This is an optimization exercise on Yosys and OpenROAD, whose aim is small area and a short achievable clock period, not a production implementation.
In this exercise RTL edits were held to simulation tests only and were not proved equivalent to the original.
The flow treats the clock pin as an ideal source, which a real chip does not have.

Design pe, start of the top module:
module pe (
    input wire clk,
    input wire rst,
    input wire [15:0] act,
    input wire [15:0] wgt,
    input wire store,
    input wire reuse,
    input wire [3:0] addr,
    input wire update_out,
    output reg [31:0] out
);
    reg [31:0] accg;              
    reg [31:0] bm_r;              
    reg [7:0] one, two, neg;      
    reg [15:0] r1, r2, r3;        
    reg start;
    wire [31:0] acc_next;
    wire a0 = addr == 4'd0;
    wire a1 = addr == 4'd1;
    wire a2 = addr == 4'd2;
    wire a3 = addr == 4'd3;
    wire [15:0] bm = ({16{~reuse}} & wgt) | ({16{reuse & a1}} & r1)
                   | ({16{reuse & a2}} & r2) | ({16{reuse & a3}} & r3);
    wire [31:0] bsel = rst ? 32'd0 : (reuse & a0) ? acc_next : {16'd0, bm};
    wire keep = ~rst & ~start;
    wire [17:0] ax = {1'b0, act, 1'b0};
    wire [7:0] one_d, two_d;
    genvar g;
    generate for (g = 0; g < 8; g = g + 1) begin : enc
        assign one_d[g] = ax[2*g+1] ^ ax[2*g];
  ...
Size in the first run: ~1,400 cells after synthesis, about 170 flip-flops, about 16,000 µm² of cells after synthesis.
export LEC_CHECK = 0
export CAP_MARGIN = 20
export CORE_MARGIN = 2
export CORE_UTILIZATION = 60
export PLACE_DENSITY = 0.75
export SETUP_SLACK_MARGIN = 5
export SLEW_MARGIN = 20
export SYNTH_HIERARCHICAL = 1
create_clock -name core_clock -period 11.0 [get_ports {clk}]
standard.sh (not shown) runs the stock make flow with config.mk's settings and CLKGATE_MAP_FILE= SYNTH_SCRIPT=/design/flow/synth_recipe.tcl, a recipe that flattens the netlist after the stock synthesis.
==> flow/flow/run.sh <==
#!/bin/bash
# Layout flow. Synthesis is the standard synthesis, unchanged. After the floorplan,
# every combinational cell is set to its smallest drive strength (downsize.tcl); the rest
# is the standard layout, with the ports buffered by buf_2 cells and timing repair
# aiming at 6 ns of setup slack, so that it upsizes only the cells the timing needs.
# After the global-route repair, recover.tcl sets cells back to smaller drive strengths
# where that does not lower the worst setup slack (recover_hook.tcl).
# Each step's full output goes to its own log file in this folder.
set -euo pipefail
here=$(pwd)
bash standard.sh synth > synth.log 2>&1
bash standard.sh floorplan > floorplan.log 2>&1
odb=$(ls $here/orfs/results/*/pe/base/2_floorplan.odb)
DS_ODB=$odb openroad -no_init -exit flow/downsize.tcl > downsize.log 2>&1
bash standard.sh 'BUFFER_PORTS_ARGS=-buffer_cell sky130_fd_sc_hd__buf_2' SETUP_SLACK_MARGIN=6.5 POST_GLOBAL_ROUTE_TCL=$here/flow/recover_hook.tcl finish > layout.log 2>&1
==> flow/flow/recover.tcl <==
# Area recovery after timing repair: try each combinational cell at a smaller drive
# strength, least critical first, and keep the change only if the worst setup slack does
# not drop (by more than 5 ps in all) and the max-slew and max-capacitance checks keep a
# 20% margin (or what they had).
# est is the estimate_parasitics mode in use at this point of the flow.
proc pe_recover_est {est} {
  estimate_parasitics $est
}
proc pe_recover_area {est} {
  set db [ord::get_db]
  set block [ord::get_db_block]
  pe_recover_est $est
  set wns0 [sta::worst_slack_cmd max]
  set floor [expr {$wns0 - 0.005e-9}]
  set slew0 [sta::max_slew_violation_count]
  set cap0 [sta::max_capacitance_violation_count]
  set slewlim [expr {min(0.2, [sta::max_slew_check_slack_limit])}]
  set caplim [expr {min(0.2, [sta::max_capacitance_check_slack_limit])}]
  set cands {}
  foreach inst [$block getInsts] {
    set name [[$inst getMaster] getName]
    if {![regexp {^sky130_fd_sc_hd__(\w+)_(\d+)$} $name -> base drive]} { continue }
    if {[regexp {^(dfxtp|dfxbp|dfrtp|dfrbp|dfstp|dfsbp|edfxtp|sdfxtp|tapvpwrvgnd|conb|clkbuf|clkinv|clkdlybuf4s50|decap|fill)} $base]} { continue }
    if {$drive <= 1} { continue }
    set pin_slack 1.0
    foreach it [$inst getITerms] {
      if {[$it isOutputSignal]} {
        set p [get_pins -quiet [$inst getName]/[[$it getMTerm] getName]]
        if {$p ne ""} { set pin_slack [get_property $p slack_max] }
      }
    }
    lappend cands [list $pin_slack $inst $base $drive]
  }
  set cands [lsort -real -decreasing -index 0 $cands]
  set n 0
  foreach c $cands {
    lassign $c s inst base drive
    set orig [[$inst getMaster] getName]
    foreach d {0 1 2 4 6 8} {
      if {$d >= $drive} { break }
      set m [$db findMaster "sky130_fd_sc_hd__${base}_$d"]
      if {$m eq "NULL" || $m eq ""} { continue }
      replace_cell [$inst getName] "sky130_fd_sc_hd__${base}_$d"
      pe_recover_est $est
      if {[sta::worst_slack_cmd max] >= $floor && [sta::max_slew_violation_count] <= $slew0
          && [sta::max_capacitance_violation_count] <= $cap0
          && [sta::max_slew_check_slack_limit] >= $slewlim
          && [sta::max_capacitance_check_slack_limit] >= $caplim} {
        incr n
        break
      }
      replace_cell [$inst getName] $orig
      pe_recover_est $est
    }
  }
  puts "area recovery: downsized $n of [llength $cands] cells, worst slack [sta::worst_slack_cmd max] (was $wns0)"
}
==> flow/flow/recover_hook.tcl <==
# POST_GLOBAL_ROUTE hook: area recovery (recover.tcl) after the global-route timing
# repair, with the nets of resized cells routed again incrementally.
source [file join [file dirname [info script]] recover.tcl]
global_route -start_incremental
pe_recover_area -global_routing
global_route -end_incremental
estimate_parasitics -global_routing
report_worst_slack -max -digits 3
write_guides $::env(RESULTS_DIR)/route.guide
Other scripts of this flow, unchanged in this note and not shown: flow/flow/downsize.tcl
Then changed:
--- a/flow/flow/run.sh
+++ b/flow/flow/run.sh
@@ -13,3 +13,3 @@
 odb=$(ls $here/orfs/results/*/pe/base/2_floorplan.odb)
 DS_ODB=$odb openroad -no_init -exit flow/downsize.tcl > downsize.log 2>&1
-bash standard.sh 'BUFFER_PORTS_ARGS=-buffer_cell sky130_fd_sc_hd__buf_2' SETUP_SLACK_MARGIN=6.5 POST_GLOBAL_ROUTE_TCL=$here/flow/recover_hook.tcl finish > layout.log 2>&1
+bash standard.sh 'BUFFER_PORTS_ARGS=-buffer_cell sky130_fd_sc_hd__buf_2' SETUP_SLACK_MARGIN=6 POST_GLOBAL_ROUTE_TCL=$here/flow/recover_hook.tcl finish > layout.log 2>&1
==> flow/flow/recover.tcl (replaced) <==
# Area recovery after timing repair: try each combinational cell at a smaller drive
# strength, least critical first, and keep the change only if the worst setup slack
# does not drop below what repair reached.
proc pe_recover_area {} {
  set db [ord::get_db]
  set block [ord::get_db_block]
  set wns0 [sta::worst_slack_cmd max]
  set floor [expr {$wns0 - 0.005e-9}]
  set cands {}
  foreach inst [$block getInsts] {
    set name [[$inst getMaster] getName]
    if {![regexp {^sky130_fd_sc_hd__(\w+)_(\d+)$} $name -> base drive]} { continue }
    if {[regexp {^(dfxtp|dfxbp|dfrtp|dfrbp|dfstp|dfsbp|edfxtp|sdfxtp|tapvpwrvgnd|conb|clkbuf|clkinv|clkdlybuf4s50|decap|fill)} $base]} { continue }
    if {$drive <= 1} { continue }
    set pin_slack 1.0
    foreach it [$inst getITerms] {
      if {[$it isOutputSignal]} {
        set p [get_pins -quiet [$inst getName]/[[$it getMTerm] getName]]
        if {$p ne ""} { set pin_slack [get_property $p slack_max] }
      }
    }
    lappend cands [list $pin_slack $inst $base $drive]
  }
  set cands [lsort -real -decreasing -index 0 $cands]
  set n 0
  foreach c $cands {
    lassign $c s inst base drive
    set orig [[$inst getMaster] getName]
    foreach d {0 1 2 4 6 8} {
      if {$d >= $drive} { break }
      set m [$db findMaster "sky130_fd_sc_hd__${base}_$d"]
      if {$m eq "NULL" || $m eq ""} { continue }
      replace_cell [$inst getName] "sky130_fd_sc_hd__${base}_$d"
      estimate_parasitics -placement
      if {[sta::worst_slack_cmd max] >= $floor} { incr n; break }
      replace_cell [$inst getName] $orig
      estimate_parasitics -placement
    }
  }
  puts "area recovery: downsized $n of [llength $cands] cells, worst slack [sta::worst_slack_cmd max] (was $wns0)"
}
--- a/flow/flow/recover_hook.tcl
+++ b/flow/flow/recover_hook.tcl
@@ -3,5 +3,5 @@
 source [file join [file dirname [info script]] recover.tcl]
 global_route -start_incremental
-pe_recover_area -global_routing
+pe_recover_area
 global_route -end_incremental
 estimate_parasitics -global_routing
=> With this change the flow reached the layout checks and failed them: max-capacitance violations, max-slew violations. Die area stays the same. Setup slack gets worse by 75 ps. Routed wire length fell by 2.9%. Cell count fell by 0.81%. Sequential share of layout area rose by 0.44 points.
Then changed:
--- a/flow/flow/recover.tcl
+++ b/flow/flow/recover.tcl
@@ -1,10 +1,20 @@
 # Area recovery after timing repair: try each combinational cell at a smaller drive
-# strength, least critical first, and keep the change only if the worst setup slack
-# does not drop below what repair reached.
-proc pe_recover_area {} {
+# strength, least critical first, and keep the change only if the worst setup slack does
+# not drop (by more than 5 ps in all) and the max-slew and max-capacitance checks keep a
+# 20% margin (or what they had).
+# est is the estimate_parasitics mode in use at this point of the flow.
+proc pe_recover_est {est} {
+  estimate_parasitics $est
+}
+proc pe_recover_area {est} {
   set db [ord::get_db]
   set block [ord::get_db_block]
+  pe_recover_est $est
   set wns0 [sta::worst_slack_cmd max]
   set floor [expr {$wns0 - 0.005e-9}]
+  set slew0 [sta::max_slew_violation_count]
+  set cap0 [sta::max_capacitance_violation_count]
+  set slewlim [expr {min(0.2, [sta::max_slew_check_slack_limit])}]
+  set caplim [expr {min(0.2, [sta::max_capacitance_check_slack_limit])}]
   set cands {}
   foreach inst [$block getInsts] {
@@ -32,8 +42,14 @@
       if {$m eq "NULL" || $m eq ""} { continue }
       replace_cell [$inst getName] "sky130_fd_sc_hd__${base}_$d"
-      estimate_parasitics -placement
-      if {[sta::worst_slack_cmd max] >= $floor} { incr n; break }
+      pe_recover_est $est
+      if {[sta::worst_slack_cmd max] >= $floor && [sta::max_slew_violation_count] <= $slew0
+          && [sta::max_capacitance_violation_count] <= $cap0
+          && [sta::max_slew_check_slack_limit] >= $slewlim
+          && [sta::max_capacitance_check_slack_limit] >= $caplim} {
+        incr n
+        break
+      }
       replace_cell [$inst getName] $orig
-      estimate_parasitics -placement
+      pe_recover_est $est
     }
   }
--- a/flow/flow/recover_hook.tcl
+++ b/flow/flow/recover_hook.tcl
@@ -3,5 +3,5 @@
 source [file join [file dirname [info script]] recover.tcl]
 global_route -start_incremental
-pe_recover_area
+pe_recover_area -global_routing
 global_route -end_incremental
 estimate_parasitics -global_routing
What happened:
- The changed run passed the timing, DRC and antenna checks
- die area is unchanged
- register-to-register slack gets better by 190 ps
- via count fell slightly
- setup slack improves by 190 ps
- global-route usage does not change
- synthesized area does not change
- wire length hardly moves
- cell count does not change
- clock skew is about the same
Then changed:
--- a/flow/flow/run.sh
+++ b/flow/flow/run.sh
@@ -13,3 +13,3 @@
 odb=$(ls $here/orfs/results/*/pe/base/2_floorplan.odb)
 DS_ODB=$odb openroad -no_init -exit flow/downsize.tcl > downsize.log 2>&1
-bash standard.sh 'BUFFER_PORTS_ARGS=-buffer_cell sky130_fd_sc_hd__buf_2' SETUP_SLACK_MARGIN=6 POST_GLOBAL_ROUTE_TCL=$here/flow/recover_hook.tcl finish > layout.log 2>&1
+bash standard.sh 'BUFFER_PORTS_ARGS=-buffer_cell sky130_fd_sc_hd__buf_2' SETUP_SLACK_MARGIN=6 POST_CTS_TCL=$here/flow/recover_cts.tcl POST_GLOBAL_ROUTE_TCL=$here/flow/recover_hook.tcl finish > layout.log 2>&1
==> flow/flow/recover_cts.tcl (new file) <==
# POST_CTS hook: area recovery (recover.tcl) after the CTS timing repair.
source [file join [file dirname [info script]] recover.tcl]
pe_recover_area -placement
Outcome: Utilization rose by 0.62 points. Hold slack hardly moves. Die area stays the same. Global-route usage stays flat.

re-timing with driven ports:
No port has a modelled driver above. Below, the same layouts with a new extraction and two added sets of constraints. Step 1, drivers: a clkbuf_16 drives clk and a buf_2 each remaining input, both assumed. Step 2 adds t to the input delays and takes it off the output delays; t is the mean of the earliest and latest rising clock arrival at the registers after step 1. Input paths then give back, and output paths get back, about the clock's delay inside the block. a / b / c = ideal / step 1 / step 2; a / b = the first two.
run	shift t [ns]	slack for setup (ns)	hold WS [ns]
the first run	0.481	5.639 / 5.639 / 5.639	0.476 / 0.476 / 0.476
the second run	0.482	5.565 / 5.564 / 5.564	0.476 / 0.476 / 0.476
the third run	0.482	5.755 / 5.755 / 5.755	0.474 / 0.474 / 0.474
the fourth run	0.481	5.727 / 5.727 / 5.727	0.475 / 0.475 / 0.475
The setup slack of the second run, which loses most, moves by -0.001 ns with the drivers and by -0.001 ns with both steps.
